This design comes from an exercise in tuning for small area on the open sky130 flow, not from production work. In this exercise RTL edits were held to simulation tests only and were not proved equivalent to the original. No activity file was given, so power comes from the tool's default toggle rates.

==> design/flow/design.v <==
module spdif_decoder ( input clk_in,
    input reset, 
    input rx_in,
    output i2s_bck, 
    output i2s_ws, 
    output i2s_d0,
    output edgedetect
);
  wire clk; 
  assign clk = clk_in; 
  reg [6:0] correlator; 
  always @(posedge clk, negedge reset) 
  begin  
    if (!reset)
      correlator <= 7'b0000000; 
    else 
      correlator <= {correlator[6:0], rx_in};  
  end     
  assign rxup   = rxedge & correlator[1];            
  assign rxdown = rxedge & !correlator[1];           
  assign rxedge = (correlator[2] ^ correlator[1]);   
  localparam  bckclks=17;
  reg [7:0] bitcnt;
  reg [7:0] bckcnt;
  reg [7:0] bitlength;
  reg bitedge_detected; 
  reg i2s_bck_reg, i2s_bck_next; 
  reg phase_reg; 
  always @(posedge clk, negedge reset) 
  begin 
    if (reset == 0)
    begin
      phase_reg <= 1'b0;
      bckcnt    <= 8'h00;
      bitcnt    <= 8'h00;
      bitlength <= 8'h00;
      bitedge_detected  <= 1'b0;
      i2s_bck_reg <= 1'b0;
    end
    else
    begin 
      if (rxedge == 1) 
      begin 
        bitlength        <= bitcnt; 
        bitcnt           <= 8'h00;
        bitedge_detected <= 1'b1;
        if (rxup == 1)
        begin
          bckcnt           <= 8'h00;
          if (((bckcnt > 2*bckclks+8) & (bckcnt < 3*bckclks+8) & (bckcnt!=bitcnt)) | 
             ((bckcnt > 4*bckclks+8) & (bckcnt < 5*bckclks+8)))
            phase_reg <= !phase_reg;
        end
      end 
      else 
      begin
        bitlength <= bitlength;
        bitedge_detected <= 1'b0;   
        bitcnt    <= bitcnt + 8'h01;
        bckcnt    <= bckcnt + 8'h01;
        i2s_bck_reg <= i2s_bck_next;
      end
    end     
  end
  assign edgedetect = rxup;   
  always @* 
  begin
    if (bckcnt <= bckclks)
      i2s_bck_next = !phase_reg;
    else if (bckcnt <= bckclks*2)
      i2s_bck_next = phase_reg;
    else if (bckcnt <= bckclks*3)
      i2s_bck_next = !phase_reg;
    else if (bckcnt <= bckclks*4)
      i2s_bck_next = phase_reg;
    else if (bckcnt <= bckclks*5)
      i2s_bck_next = !phase_reg;
    else if (bckcnt <= bckclks*6)
      i2s_bck_next = phase_reg;
    else if (bckcnt <= bckclks*7)
      i2s_bck_next = !phase_reg;
    else
      i2s_bck_next = !phase_reg;  
  end
  assign i2s_bck = i2s_bck_reg;
 localparam [3:0]   
    INIT_ST            = 4'b0000,
    SEARCH_ST          = 4'b0001,
    FOUND_1_0_ST       = 4'b0010,
    FOUND_1_1_ST       = 4'b0011,
    FOUND_0_ST         = 4'b0100,
    FOUND_SYNC_0_ST    = 4'b0101,
    FOUND_SYNC_B_ST    = 4'b0110,
    FOUND_SYNC_B1_ST   = 4'b0111,
    FOUND_SYNC_B2_ST   = 4'b1000,
    FOUND_SYNC_W_ST    = 4'b1001,
    FOUND_SYNC_W1_ST   = 4'b1010,
    FOUND_SYNC_W2_ST   = 4'b1011,
    FOUND_SYNC_M_ST    = 4'b1100,
    FOUND_SYNC_M1_ST   = 4'b1101,
    FOUND_SYNC_M2_ST   = 4'b1110;
  reg  next_det ; 
 reg [23:0] pcmbufL , pcmbufL_next;
 reg [23:0] pcmbufR , pcmbufR_next;
 reg [4:0]  pcm_index, pcm_index_next ;     
 reg [3:0] ext_state; 
 reg [3:0] ext_next;
 reg i2s_ws_reg, i2s_ws_next;
 reg i2s_d0_reg, i2s_d0_next; 
 assign i2s_ws    = i2s_ws_reg; 
 assign i2s_d0    = i2s_d0_reg; 
 always @(posedge clk, negedge reset)
 begin
   if (!reset) 
   begin 
      ext_state <= INIT_ST; 
      pcm_index <= 5'h00;
      i2s_ws_reg <= 1'b0;
      i2s_d0_reg <= 1'b0;
      pcmbufL <= 24'h0;
      pcmbufR <= 24'h0;
   end
   else 
   begin
     ext_state <= ext_next; 
     pcm_index <= pcm_index_next; 
     i2s_ws_reg <= i2s_ws_next; 
     i2s_d0_reg <= i2s_d0_next; 
     pcmbufL <= pcmbufL_next;
     pcmbufR <= pcmbufR_next;
   end
 end
 localparam [7:0] T3 = 42;
 localparam [7:0] T2 = 38;
 localparam [7:0] T1 = 20;  
 always @*
 begin
    ext_next = ext_state;
    pcm_index_next = pcm_index; 
    pcmbufL_next = pcmbufL; 
    pcmbufR_next = pcmbufR; 
    next_det = 1'b0;
    i2s_ws_next = i2s_ws_reg; 
    i2s_d0_next = i2s_d0_reg;
    case(ext_state) 
      INIT_ST :      
        begin
          i2s_ws_next  = 1'b0;
          i2s_d0_next  = 1'b0;
          ext_next = SEARCH_ST; 
        end     
      SEARCH_ST :    
        begin 
          i2s_ws_next   = 1'b0;
          if (bitedge_detected & (bitlength > T3))
          begin 
            ext_next =  FOUND_SYNC_0_ST; 
          end
        end        
      FOUND_SYNC_0_ST : 
        begin 
          if (bitedge_detected) 
          begin 
            if (bitlength <= T1) 
              ext_next = FOUND_SYNC_B_ST;      
            else if  (bitlength <= T2 ) 
              ext_next = FOUND_SYNC_W_ST;      
            else if  (bitlength > T3) 
              ext_next = FOUND_SYNC_M_ST;      
            else 
              ext_next = SEARCH_ST; 
          end
        end
      FOUND_SYNC_B_ST :  
        begin 
          if (bitedge_detected & (bitlength <= T1) )
            ext_next = FOUND_SYNC_B1_ST;
        end                   
      FOUND_SYNC_B1_ST : 
        begin 
          if (bitedge_detected & (bitlength >= T3) )
            ext_next = FOUND_SYNC_B2_ST;
        end 
      FOUND_SYNC_B2_ST :               
        begin 
          i2s_ws_next = 1'b0; 
          pcm_index_next = 0; 
          if (bitedge_detected) 
          begin 
            if (bitlength <= T1) 
              ext_next = FOUND_1_0_ST; 
            else if (bitlength > (T1) )
              ext_next = FOUND_0_ST; 
            else 
              ext_next = SEARCH_ST;
          end 
        end
      FOUND_SYNC_W_ST :                    
        begin 
          if (bitedge_detected & (bitlength <= T1) )
            ext_next = FOUND_SYNC_W1_ST;
        end                   
      FOUND_SYNC_W1_ST : 
        begin 
          if (bitedge_detected & (bitlength > T1) & (bitlength < T3))
            ext_next = FOUND_SYNC_W2_ST;
        end 
      FOUND_SYNC_W2_ST :               
        begin 
          i2s_ws_next = 1'b1;
          pcm_index_next = 0; 
          if (bitedge_detected) 
          begin 
            if (bitlength <= T1) 
              ext_next = FOUND_1_0_ST; 
            else if (bitlength > T1 )
              ext_next = FOUND_0_ST;
            else 
              ext_next = SEARCH_ST;
          end 
        end
      FOUND_SYNC_M_ST :                   
        begin 
          if (bitedge_detected & (bitlength <= T1) )
            ext_next = FOUND_SYNC_M1_ST;
        end                   
      FOUND_SYNC_M1_ST : 
        begin 
          if (bitedge_detected & (bitlength <= T1) )
            ext_next = FOUND_SYNC_M2_ST;
        end 
      FOUND_SYNC_M2_ST :               
        begin 
          next_det    = 1'b1;
          i2s_ws_next = 1'b0; 
          pcm_index_next = 0; 
          if (bitedge_detected) 
          begin 
            if (bitlength <= T1) 
              ext_next = FOUND_1_0_ST; 
            else if (bitlength > T1 )
              ext_next = FOUND_0_ST;    
            else 
              ext_next = SEARCH_ST;
          end 
        end
      FOUND_1_0_ST : 
        begin 
          if (bitedge_detected & (bitlength <=T1))
            ext_next = FOUND_1_1_ST;
        end
      FOUND_1_1_ST : 
        begin  
          if (pcm_index < 24) 
            if (i2s_ws_reg==0) 
              i2s_d0_next  = pcmbufR[pcm_index]; 
            else 
              i2s_d0_next  = pcmbufL[pcm_index]; 
          if (bitedge_detected) 
          begin 
            if (pcm_index < 24) 
            begin  
              if (i2s_ws_reg==0) 
              begin 
                pcmbufL_next = {pcmbufL[22:0],1'b1}; 
              end                 
              else 
              begin 
                pcmbufR_next = {pcmbufR[22:0],1'b1};  
              end
            end
            pcm_index_next = pcm_index + 1; 
            if (bitlength <= T1)
              ext_next = FOUND_1_0_ST;
            else if ((bitlength > T1) & (bitlength < T3))  
              ext_next = FOUND_0_ST;
            else if (bitlength > T3 )   
              ext_next = FOUND_SYNC_0_ST;
          end
        end
      FOUND_0_ST :
        begin 
          if (pcm_index < 24) 
            if (i2s_ws_reg==0) 
              i2s_d0_next  = pcmbufR[pcm_index]; 
            else 
              i2s_d0_next  = pcmbufL[pcm_index]; 
          if (bitedge_detected) 
          begin 
            if (pcm_index < 24) 
            begin  
                if (i2s_ws_reg==0) 
                begin 
                  pcmbufL_next = {pcmbufL[22:0],1'b0}; 
                end                 
                else 
                begin 
                  pcmbufR_next = {pcmbufR[22:0],1'b0}; 
                end
            end 
            pcm_index_next = pcm_index + 1; 
            if (bitlength <= T1)
              ext_next = FOUND_1_0_ST;
            else if ((bitlength > T1) & (bitlength < T3))  
              ext_next = FOUND_0_ST;
            else if (bitlength > T3 )   
              ext_next = FOUND_SYNC_0_ST;
          end
        end
      default : ext_next =  INIT_ST;
    endcase 
  end    
endmodule
module timer_simple(
     input clk_in, 
     input reset,
     input timer_start,
     output timer_timeout 
     );
   parameter RELOAD_VAL = 16'h5000;
   reg [15:0] counter_reg; 
   reg timer_state_run;
   assign timer_timeout = (counter_reg == RELOAD_VAL) ?1'b1:1'b0; 
   always @(posedge clk_in , negedge reset)
   begin
       if (!reset)
       begin 
         timer_state_run <= 0;
         counter_reg     <= RELOAD_VAL; 
       end 
       else
       begin 
         if (timer_state_run) 
         begin 
           counter_reg    <= counter_reg - 16'h0001 ;
           timer_state_run <= 1;
           if (counter_reg == 0)
           begin
             timer_state_run <= 0; 
           end  
         end 
         else 
         begin 
           counter_reg     <= RELOAD_VAL;
           timer_state_run <= 0;   
           if (timer_start) 
           begin 
             timer_state_run <= 1;   
             counter_reg    <= counter_reg - 16'h0001 ;
           end
         end 
       end
   end
endmodule
module amp_state_control (
    input clk_in,
    input reset,
    input audio_locked_in,
    input nerror_in,
    output nenable_out, 
    output nmute_out,
    output send_config_out);
  wire mute;
  wire enable_delayed; 
  wire timer_timeout;
  reg send_config;  
  reg send_config_delayed;
  reg timer_start;
  reg nenable_reg;
  timer_simple tim(
      .clk_in(clk_in),
      .reset(reset),
      .timer_start(timer_start),
      .timer_timeout(timer_timeout)); 
  localparam [3:0]  
    INIT_ST          = 4'b0000,
    ENABLED_0_ST     = 4'b0001,
    ENABLED_1_ST     = 4'b0010,
    ENABLED_WAIT_ST  = 4'b0011,
    SEND_CFG_0_ST    = 4'b0100,
    SEND_CFG_1_ST    = 4'b0101,
    SEND_CFG_WAIT_ST = 4'b0110,
    UNMUTE_ST        = 4'b0111,
    MUTE_ST          = 4'b1000; 
  reg [3:0] amp_state_reg,  amp_state_next; 
  always @(posedge clk_in , negedge reset)
  begin 
    if (!reset) 
      amp_state_reg <= INIT_ST; 
    else 
      amp_state_reg <= amp_state_next; 
  end 
  always @* 
  begin  
    amp_state_next = amp_state_reg; 
    case(amp_state_reg) 
      INIT_ST :  
        begin
          send_config         = 1'b0;  
          send_config_delayed = 1'b0;
          nenable_reg         = 1'b1;
          timer_start         = 1'b0;
          amp_state_next      = ENABLED_0_ST; 
        end
      ENABLED_0_ST: 
        begin 
         send_config         = 1'b0;  
         send_config_delayed = 1'b0;
         nenable_reg         = 1'b0;
         timer_start         = 1'b1;   
         amp_state_next      = ENABLED_1_ST; 
        end 
      ENABLED_1_ST: 
        begin 
         send_config         = 1'b0;  
         send_config_delayed = 1'b0;
         nenable_reg         = 1'b0;
         timer_start         = 1'b0;   
         amp_state_next      = ENABLED_WAIT_ST; 
        end 
      ENABLED_WAIT_ST: 
        begin 
         send_config         = 1'b0;  
         send_config_delayed = 1'b0;
         nenable_reg         = 1'b0;
         timer_start         = 1'b0;   
         if(timer_timeout) 
         begin 
             amp_state_next = SEND_CFG_0_ST; 
         end 
        end
      SEND_CFG_0_ST:
        begin
          send_config         = 1'b1;  
          send_config_delayed = 1'b0;
          nenable_reg         = 1'b0;
          timer_start         = 1'b1;
          amp_state_next    = SEND_CFG_1_ST; 
        end
      SEND_CFG_1_ST:
        begin
          send_config         = 1'b1;  
          send_config_delayed = 1'b0;
          nenable_reg         = 1'b0;
          timer_start         = 1'b0;
          amp_state_next   = SEND_CFG_WAIT_ST; 
        end
      SEND_CFG_WAIT_ST: 
        begin
          send_config         = 1'b1;  
          send_config_delayed = 1'b0;
          nenable_reg         = 1'b0;
          timer_start         = 1'b0;
          if (timer_timeout) 
            amp_state_next = UNMUTE_ST; 
          else  
            amp_state_next = SEND_CFG_WAIT_ST; 
        end
      UNMUTE_ST: 
        begin
         send_config         = 1'b1;  
         send_config_delayed = 1'b1;
         nenable_reg         = 1'b0;
         timer_start         = 1'b0;
         if (!nerror_in) 
           amp_state_next = MUTE_ST; 
         else  
           amp_state_next = UNMUTE_ST; 
        end
      MUTE_ST: 
        begin
         send_config         = 1'b1;  
         send_config_delayed = 1'b0;
         nenable_reg         = 1'b0;
         timer_start         = 1'b0;
         amp_state_next      = MUTE_ST; 
        end
      default: 
        begin
         send_config         = 1'b0;  
         send_config_delayed = 1'b0;
         nenable_reg         = 1'b1;
         timer_start         = 1'b0;
         amp_state_next      = INIT_ST; 
        end
    endcase
  end 
  assign nenable_out = nenable_reg ;
  assign mute      = ~audio_locked_in | ~send_config_delayed;
  assign nmute_out = ~mute;  
  assign send_config_out = send_config; 
endmodule 
module clk_div 
  #( parameter DIV = 5 )
  (  input clk_in, 
     input reset,
     output tick ); 
   reg [5:0] cc_reg; 
   assign tick = (cc_reg[DIV:0] == {1'b0, {DIV{1'b1}}}); 
   always @(posedge clk_in , negedge reset)
   begin
       if (!reset)
         cc_reg <= 0;
       else
         cc_reg <= cc_reg + 6'h01;
   end
endmodule
module amp_i2c_master (
    input clk_in,
    input reset, 
    input send_cfg, 
    output sda, 
    output scl); 
   localparam [3:0] 
        INIT_ST                = 0,
        INIT_I2C_ST            = 1,
        WAIT_TRIGGER_ST        = 2, 
        SEND_I2C_START_ST      = 3, 
        SEND_I2C_ADR_ST        = 4,
        LOAD_CMD_ST            = 5, 
        DECODE_CMD_ST          = 6,
        SEND_ADR_MSB_ST        = 7,
        SEND_ADR_LSB_ST        = 8, 
        LOAD_DATA_ST           = 9, 
        SEND_DATA_ST           = 10,
        SEND_I2C_STOP_ST       = 11,
        SET_OFFSET_ST          = 12,
        DONE_ST                = 13; 
   wire tick; 
   clk_div div(clk_in,reset,tick);   
   wire [7:0] opcode; 
   reg [2:0] boot_index, boot_next; 
   reg [3:0] state_reg , next_reg; 
   reg [5:0] i2c_cnt , next_cnt;
   reg i2c_scl, i2c_scl_next;
   reg i2c_sda, i2c_sda_next;  
   assign sda = i2c_sda; 
   assign scl = i2c_scl;  
   wire [6:0] i2c_address; 
   assign i2c_address = 7'b0100000;  
   reg [7:0] opcode_rom;
   always @*
     case (boot_index)
       3'd0: opcode_rom = 8'h40;        
       3'd1: opcode_rom = 8'h18;        
       3'd2: opcode_rom = 8'd53;        
       3'd3: opcode_rom = 8'h08;        
       default: opcode_rom = 8'hff;     
     endcase
   assign opcode = opcode_rom;  
   wire [3:0] bit_pos = i2c_cnt[5:2];
   wire adr_bit = (bit_pos >= 4'd2 && bit_pos <= 4'd8) ? i2c_address[bit_pos - 4'd2] : 1'b0;
   wire op_bit  = (bit_pos >= 4'd1 && bit_pos <= 4'd8) ? opcode[bit_pos - 4'd1] : 1'b0;
 always @(posedge clk_in , negedge reset) 
    begin
    if (!reset) 
    begin
      state_reg  <= INIT_ST; 
      boot_index <= 3'b000;
      i2c_cnt    <= 6'b000000;
      i2c_scl    <= 1;
      i2c_sda    <= 1;
    end
    else if (tick) 
    begin 
      state_reg <= next_reg; 
      i2c_cnt   <= next_cnt;
      boot_index <= boot_next; 
    i2c_scl  <= i2c_scl_next; 
      i2c_sda  <= i2c_sda_next; 
    end
   end
   always @*  
   begin
    boot_next = boot_index;   
    next_reg = state_reg;
    next_cnt = i2c_cnt - 6'b1 ;
    i2c_scl_next  = i2c_scl;
    i2c_sda_next  = i2c_sda;
    case (state_reg) 
      INIT_ST:
        begin
            boot_next   = 3'b0;  
            i2c_sda_next      = 1; 
            i2c_scl_next      = 1;
            next_reg     =  WAIT_TRIGGER_ST; 
        end 
      WAIT_TRIGGER_ST: 
        begin 
            boot_next   = 3'b0;  
            i2c_sda_next      = 1; 
            i2c_scl_next      = 1; 
            if (send_cfg) 
                next_reg  = LOAD_CMD_ST; 
        end     
      LOAD_CMD_ST: 
        begin
             i2c_sda_next      = 1; 
             i2c_scl_next      = 1; 
           if (opcode[7] == 1'b0 ) 
            begin
              next_reg     = SEND_I2C_START_ST; 
            end
           else if (opcode[7:6] == 2'b10) 
           begin
             boot_next  = boot_index + 3'h1; 
             next_reg    = LOAD_CMD_ST; 
           end
           else if (opcode[7:5] == 3'b110)  
              next_reg     = SEND_I2C_START_ST; 
           else 
              next_reg     = DONE_ST; 
        end 
      SEND_I2C_START_ST: 
        begin 
            i2c_sda_next      = 0; 
            i2c_scl_next      = 1; 
            next_reg     = SEND_I2C_ADR_ST;
            next_cnt     = 18*2;
         end 
      SEND_I2C_ADR_ST: 
        begin
          if (i2c_cnt == 0) 
          begin
            next_reg     = SEND_ADR_LSB_ST;
            next_cnt     = 18*2;
          end
          if (i2c_cnt > 6 ) 
            i2c_sda_next = adr_bit;
          else if (i2c_cnt > 4)
            i2c_sda_next = 0;              
          else 
            i2c_sda_next = 1;              
          if (i2c_cnt[1:0] == 2'b00) 
             i2c_scl_next = 0; 
          else if(i2c_cnt[1:0] == 2'b01)
             i2c_scl_next = 1;
          else if(i2c_cnt[1:0] == 2'b10)
             i2c_scl_next = 1;
          else if(i2c_cnt[1:0] == 2'b11)
             i2c_scl_next = 0;
        end   
       SEND_ADR_LSB_ST:
        begin
          if (i2c_cnt == 0) 
          begin
            boot_next    = boot_index + 3'b001;
            next_reg     = SEND_DATA_ST;
            next_cnt     = 18*2;
          end
          if (i2c_cnt > 2 ) 
            i2c_sda_next = op_bit;
          else 
            i2c_sda_next = 1;              
          if (i2c_cnt[1:0] == 2'b00) 
             i2c_scl_next = 0; 
          else if(i2c_cnt[1:0] == 2'b01)
             i2c_scl_next = 1;
          else if(i2c_cnt[1:0] == 2'b10)
             i2c_scl_next = 1;
          else if(i2c_cnt[1:0] == 2'b11)
             i2c_scl_next = 0;
        end   
      LOAD_DATA_ST: 
      begin 
          next_reg      = SEND_DATA_ST; 
          next_cnt      = 20;
      end       
      SEND_DATA_ST:
      begin
          if (i2c_cnt == 0) 
          begin
            next_reg   =  SEND_I2C_STOP_ST;
            next_cnt   =  14;
            i2c_scl_next = 1;
          end
          if (i2c_cnt > 2 ) 
            i2c_sda_next = op_bit;
          else 
            i2c_sda_next = 1;              
          if (i2c_cnt[1:0] == 2'b00) 
             i2c_scl_next = 0; 
          else if(i2c_cnt[1:0] == 2'b01)
             i2c_scl_next = 1;
          else if(i2c_cnt[1:0] == 2'b10)
             i2c_scl_next = 1;
          else if(i2c_cnt[1:0] == 2'b11)
             i2c_scl_next = 0;
        end   
      SEND_I2C_STOP_ST:
      begin
         if (i2c_cnt == 0) 
         begin
            next_reg     = LOAD_CMD_ST;
            boot_next    = boot_index + 3'b001;
            i2c_sda_next = 1;
            i2c_scl_next = 1;
         end
         else if (i2c_cnt > 2 )      
         begin 
            i2c_scl_next = 1;
            i2c_sda_next = 0; 
         end
         else if (i2c_cnt == 1 )
         begin
            i2c_scl_next = 1;
            i2c_sda_next = 0; 
         end     
      end        
      DONE_ST:
      begin 
        i2c_scl_next = 1; 
        i2c_sda_next = 1;
        next_reg   =  DONE_ST; 
      end
    endcase
   end
endmodule
module amp_frontend (
    input reset, 
    input wire clk,
    input rx_in, 
    input nerror_in,
    output i2s_bck,
    output i2s_ws,
    output i2s_d0,
    output i2c_sda,
    output i2c_scl,
    output nenable_out,
    output nmute_out);
    wire audio_locked = 1'b1;
    wire rx_out_tmp;
    wire send_config;
    wire i2s_bck_tmp, i2s_ws_tmp, i2s_d0_tmp;
    spdif_decoder spdif(
      .clk_in(clk),
      .reset(!reset),
      .rx_in(rx_in),
      .i2s_bck(i2s_bck_tmp),
      .i2s_ws(i2s_ws_tmp),
      .i2s_d0(i2s_d0_tmp),
      .edgedetect(rx_out_tmp)); 
    assign i2s_d0 = i2s_d0_tmp ;
    assign i2s_ws = i2s_ws_tmp ;
    assign i2s_bck = i2s_bck_tmp ;
    amp_state_control ctrl ( 
        .clk_in(clk),
        .reset(!reset),
        .audio_locked_in(audio_locked),
        .nerror_in(nerror_in), 
        .nenable_out(nenable_out),
        .nmute_out(nmute_out),
        .send_config_out(send_config)); 
    amp_i2c_master i2c (
        .clk_in(clk),
        .reset(!reset),
        .send_cfg(send_config),
        .sda(i2c_sda),
        .scl(i2c_scl)); 
endmodule
==> design/flow/run.sh <==
#!/bin/bash
# synth_recipe.tcl (not shown) runs the flow's synth.tcl, then flattens the netlist and writes it again
# the make line also repeats each setting of config.mk as NAME=value (left out here)
make -C /OpenROAD-flow-scripts/flow DESIGN_CONFIG=/design/flow/config.mk WORK_HOME=/design/flow/orfs CLKGATE_MAP_FILE= SYNTH_SCRIPT=/design/flow/synth_recipe.tcl finish
==> design/flow/config.mk <==
export PLATFORM = sky130hd
export DESIGN_NAME = amp_frontend
export DESIGN_NICKNAME = amp_frontend
export VERILOG_FILES = /design/flow/design.v
export SDC_FILE = /design/flow/constraint.sdc
export NUM_CORES = 4
export LEC_CHECK = 0
export CAP_MARGIN = 20
export CORE_MARGIN = 2
export CORE_UTILIZATION = 40
export SLEW_MARGIN = 20
==> design/flow/constraint.sdc <==
create_clock -name core_clock -period 10.0 [get_ports {clk}]
set_input_delay 2.0000 -clock core_clock [delete_from_list [all_inputs] [get_ports {clk}]]
set_output_delay 2.0000 -clock core_clock [all_outputs]
set_load 0.01 [all_outputs]
==> flow_metrics.env <==
export IMPL_status="complete, no violations"
export IMPL_critPathTopFamily="buffers and inverters"
export IMPL_period_share_pct=39.9
export IMPL_synth_fp_nets=744
export IMPL_required_ns=8.00
export IMPL_grt_pass1_vias=5258
export IMPL_drtIter0Drc=343
export IMPL_htree_levels=4
export IMPL_ctsResizeCount=0
export IMPL_p_sw_mw=0.362
export IMPL_portBuffers=10
export IMPL_antenna_found_initial=0
export IMPL_syn_to_final_growth_pct=10.5
export IMPL_clockBufferDepth=2
export IMPL_synthMuxAreaShare_pct=14.1
export IMPL_cts_root_buf="clkbuf_16"
export IMPL_skew_ns=0.00577
export IMPL_rows=49
export IMPL_finalSetupViolations=0
export IMPL_synth_simple_area_share_pct=15.1
export IMPL_fin_area_um2=8190
export IMPL_synth_top_family_by_area="simple AND/OR/NAND/NOR gates"
export IMPL_core_area_um2=18100
export IMPL_vias=5217
export IMPL_dieHeight_um=140
export IMPL_synth_edf_count=0
export IMPL_grtUsageTotal_pct=15.5
export IMPL_dpl_cell_area_um2=7610
export IMPL_cap_viol_max_count=0
export IMPL_clk_latency_ns=0.41
export IMPL_synth_xor_area_share_pct=5.32
export IMPL_gp_congestion=0.879
export IMPL_postCtsHoldBufs=0
export IMPL_combPwrFrac_pct=11.5
export IMPL_post_cts_repair_setup_buffers=0
export IMPL_floorplan_initialDensity_pct=41.0
export IMPL_io_pins=11
export IMPL_crit_path_cell_trace="nor3_1 > xor2_1 > clkdlybuf4s50_1"
export IMPL_final_common_cell="dfrtp_1"
export IMPL_ys_seq_area_share_pct=44.3
export IMPL_grt_pass1_wl_mm=25.2
export IMPL_final_cell_mix="dfrtp_1 (127), mux2_2 (59), nor2_1 (53)"
export IMPL_synth_compound_area_share_pct=12.7
export IMPL_path_max_fanout=7
export IMPL_synth_async_sr_flop_share_pct=100
export IMPL_avgSynthCellArea_um2=10.4
export IMPL_die_w_um=140
export IMPL_leakagePower_nw=3.50
export IMPL_drt_total_wl_mm=14.3
export IMPL_layout_drive_gt1_share_pct=17.4
export IMPL_synth_area_um2=7410
export IMPL_clk_pin_slew_worst_paths_ns=0.06
export IMPL_slew_headroom_pct=27.9
export IMPL_nets=728
export IMPL_numClockSinks=131
export IMPL_seqPwrFrac_pct=45.1
export IMPL_synth_adder_area_share_pct=4.19
export IMPL_synth_yosys_warnings=8
export IMPL_tritoncts="done"
export IMPL_grt_max_degree=68
export IMPL_wl_per_cell_um=15.2
export IMPL_switching_share_pct=26.1
export IMPL_path_class="flip-flop to output port"
export IMPL_cp_slowest_cell="clkdlybuf4s50_1"
export IMPL_crit_buf_inv=1
export IMPL_synth_cells=716
export IMPL_avgViaCountPerCell=5.54
export IMPL_drc_errors=0
export IMPL_cpPeakStageDelay_ns=0.55
export IMPL_power_density_nw_per_um2=169
export IMPL_insertedDiodeCount=0
export IMPL_yosysUniqueCellTypes=72
export IMPL_min_period_ns=3.99
export IMPL_worstMarginPinSlew_ns=1.08
export IMPL_slew_viol_final=0
export IMPL_cellInternalPower_mw=1.02
export IMPL_place_hpwl_mm=9.73
export IMPL_hold_viol=0
export IMPL_start_kind="flip-flop"
export IMPL_irDropWorstVdd_uv=164
export IMPL_ant_nets=0
export IMPL_hold_class="flip-flop to flip-flop"
export IMPL_fmax_mhz=251
export IMPL_cts_buffers=17
export IMPL_arrival_ns=1.99
export IMPL_die_area_um2=19600
export IMPL_p_clk_share_pct=43.5
export IMPL_grt_setup_unrepaired="no"
export IMPL_fin_setup_tns_ns=0
export IMPL_grt_overflow_total=0
export IMPL_synthFlopType="dfrtp_1"
export IMPL_dr_pass1_iters=7
export IMPL_critPathCaptureType="output port"
export IMPL_ys_seq_elements=131
==> metal layers <==
metal | vias up | global-route usage (%) | share of wire (%)
met5 | - | 0 | 0
met4 | 0 | 5.53 | 1.4
met3 | 18 | 3.15 | 2.3
met2 | 72 | 25.8 | 49
met1 | 2578 | 20.2 | 47
li1 | 2549 | - | -
==> synth_stat cells (3+ instances only) <==
library cell	instances	area share [%]
dfrtp_1	127	43
mux2_2	59	9.0
nor2_1	53	2.7
nand2_1	45	2.3
clkbuf_1	37	1.9
o21ai_0	37	2.5
inv_1	33	1.7
a21oi_1	31	2.1
ha_1	24	4.1
xor2_1	24	2.8
nor3_1	22	1.5
xnor2_1	21	2.5
nand3_1	20	1.4
mux4_2	15	4.6
nand2b_1	13	1.1
nand4_1	10	0.84
or3_1	10	0.84
o22ai_1	7	0.59
a21o_1	6	0.61
a31oi_1	6	0.51
o31ai_1	6	0.61
or2_2	6	0.51
a41oi_1	5	0.59
buf_2	5	0.34
a221oi_1	4	0.47
a22oi_1	4	0.41
and2_1	4	0.34
dfstp_2	4	1.4
mux2i_1	4	0.54
nand3b_1	4	0.41
nor3b_1	4	0.41
o211ai_1	4	0.41
a211oi_1	3	0.30
a22o_1	3	0.35
buf_4	3	0.30
nor2b_1	3	0.25
nor4_1	3	0.25
or4b_2	3	0.41
==> final cells by class <==
type	instances	area, um2
clock buffer	23	468
sequential	131	3280
fill	1633	9900
tap	229	287
multi-input combinational	506	3810
inverter	33	126
timing repair buffer	11	108
clock inverter	9	106
==> cells by family after synthesis <==
kind of cell	after synthesis
AO/OA/AOI/OAI	143
XOR/XNOR	45
adder cells (fa/ha/maj)	25
buffers and inverters	79
flip-flops	131
multiplexers	78
AND/OR/NAND/NOR	215
==> power by group through the flow <==
stage	combinational, mW	sequential [mW]	clock [mW]
2_1_floorplan	0.134	0.614	0
3_3_place_gp	0.150	0.628	0
3_5_place_dp	0.160	0.631	0
4_1_cts	0.160	0.622	0.614
5_1_grt	0.178	0.630	0.643
6_report	0.159	0.623	0.601
==> per-stage QoR <==
stage / std cells / power [mW] / utilization (%) / worst slack, ns / hold slack [ns]
after floorplan: 716 / 0.748 / - / 4.51 / 0.331
after global placement: 910 / 0.778 / 42.1 / 6.07 / 0.336
after detailed placement: 910 / 0.790 / 42.1 / 6.01 / 0.344
after CTS: 942 / 1.40 / 45.3 / 5.99 / 0.357
after global routing: 942 / 1.45 / 45.3 / 5.91 / 0.378
final: 942 / 1.38 / 45.3 / 6.01 / 0.353
==> path summary, 6_finish.rpt <==
path                                                        start                            end  slack (ns)  depth (start not counted)
worst max register to register     spdif.ext_state[2]$_DFFE_PP0P_  spdif.pcmbufL[19]$_DFFE_PP0P_        6.77                          5
worst max-delay path            ctrl.amp_state_reg[0]$_DFFE_PP0P_                    nenable_out        6.01                          3
worst min-delay path                spdif.correlator[0]$_DFF_PP0_  spdif.correlator[1]$_DFF_PP0_        0.35                          0
min in group asynchronous                                   reset  spdif.pcmbufL[14]$_DFFE_PP0P_        2.12                          2
worst min register to register      spdif.correlator[0]$_DFF_PP0_  spdif.correlator[1]$_DFF_PP0_        0.35                          0
max in group asynchronous                                   reset    spdif.bckcnt[5]$_DFFE_PP0P_        6.57                          3
==> worst reg2reg max path: cells and delay by family (launching register included) <==
family	cells	cell delay, ns
AOI/OAI and AO/OA	1	0.33
DFF	1	0.70
muxes	1	0.44
and+or+nand+nor	3	1.65

-- afterwards: timing with drivers on the ports --
In the flow no input, the clock included, has a driving cell. The finished layout below was timed again as built, in two steps. Step 1: set_driving_cell puts a clkbuf_16 on clk and a buf_2 on each other input, an assumption about the parent block. Step 2 moves the port delays by t, midway between the first and last clock arrival at a register: inputs arrive t later, outputs are due t later. That takes back most of the time a late clock gives input paths. Slacks: no drivers / after step 1 / after step 2; pairs: no drivers / after step 1.
t (ns): 0.449
setup slack, ns: 6.010 / 5.967 / 6.144
hold slack, ns: 0.353 / 0.353 / 0.353
latest minus earliest clock arrival (ns): 0.009 / 0.009
pins driven straight from the clock port: 1
After both steps setup and hold are still met in this run. For this run, drivers alone change the setup slack by -0.043 ns; drivers and shift together by +0.134 ns. Setup slack includes reset recovery checks.
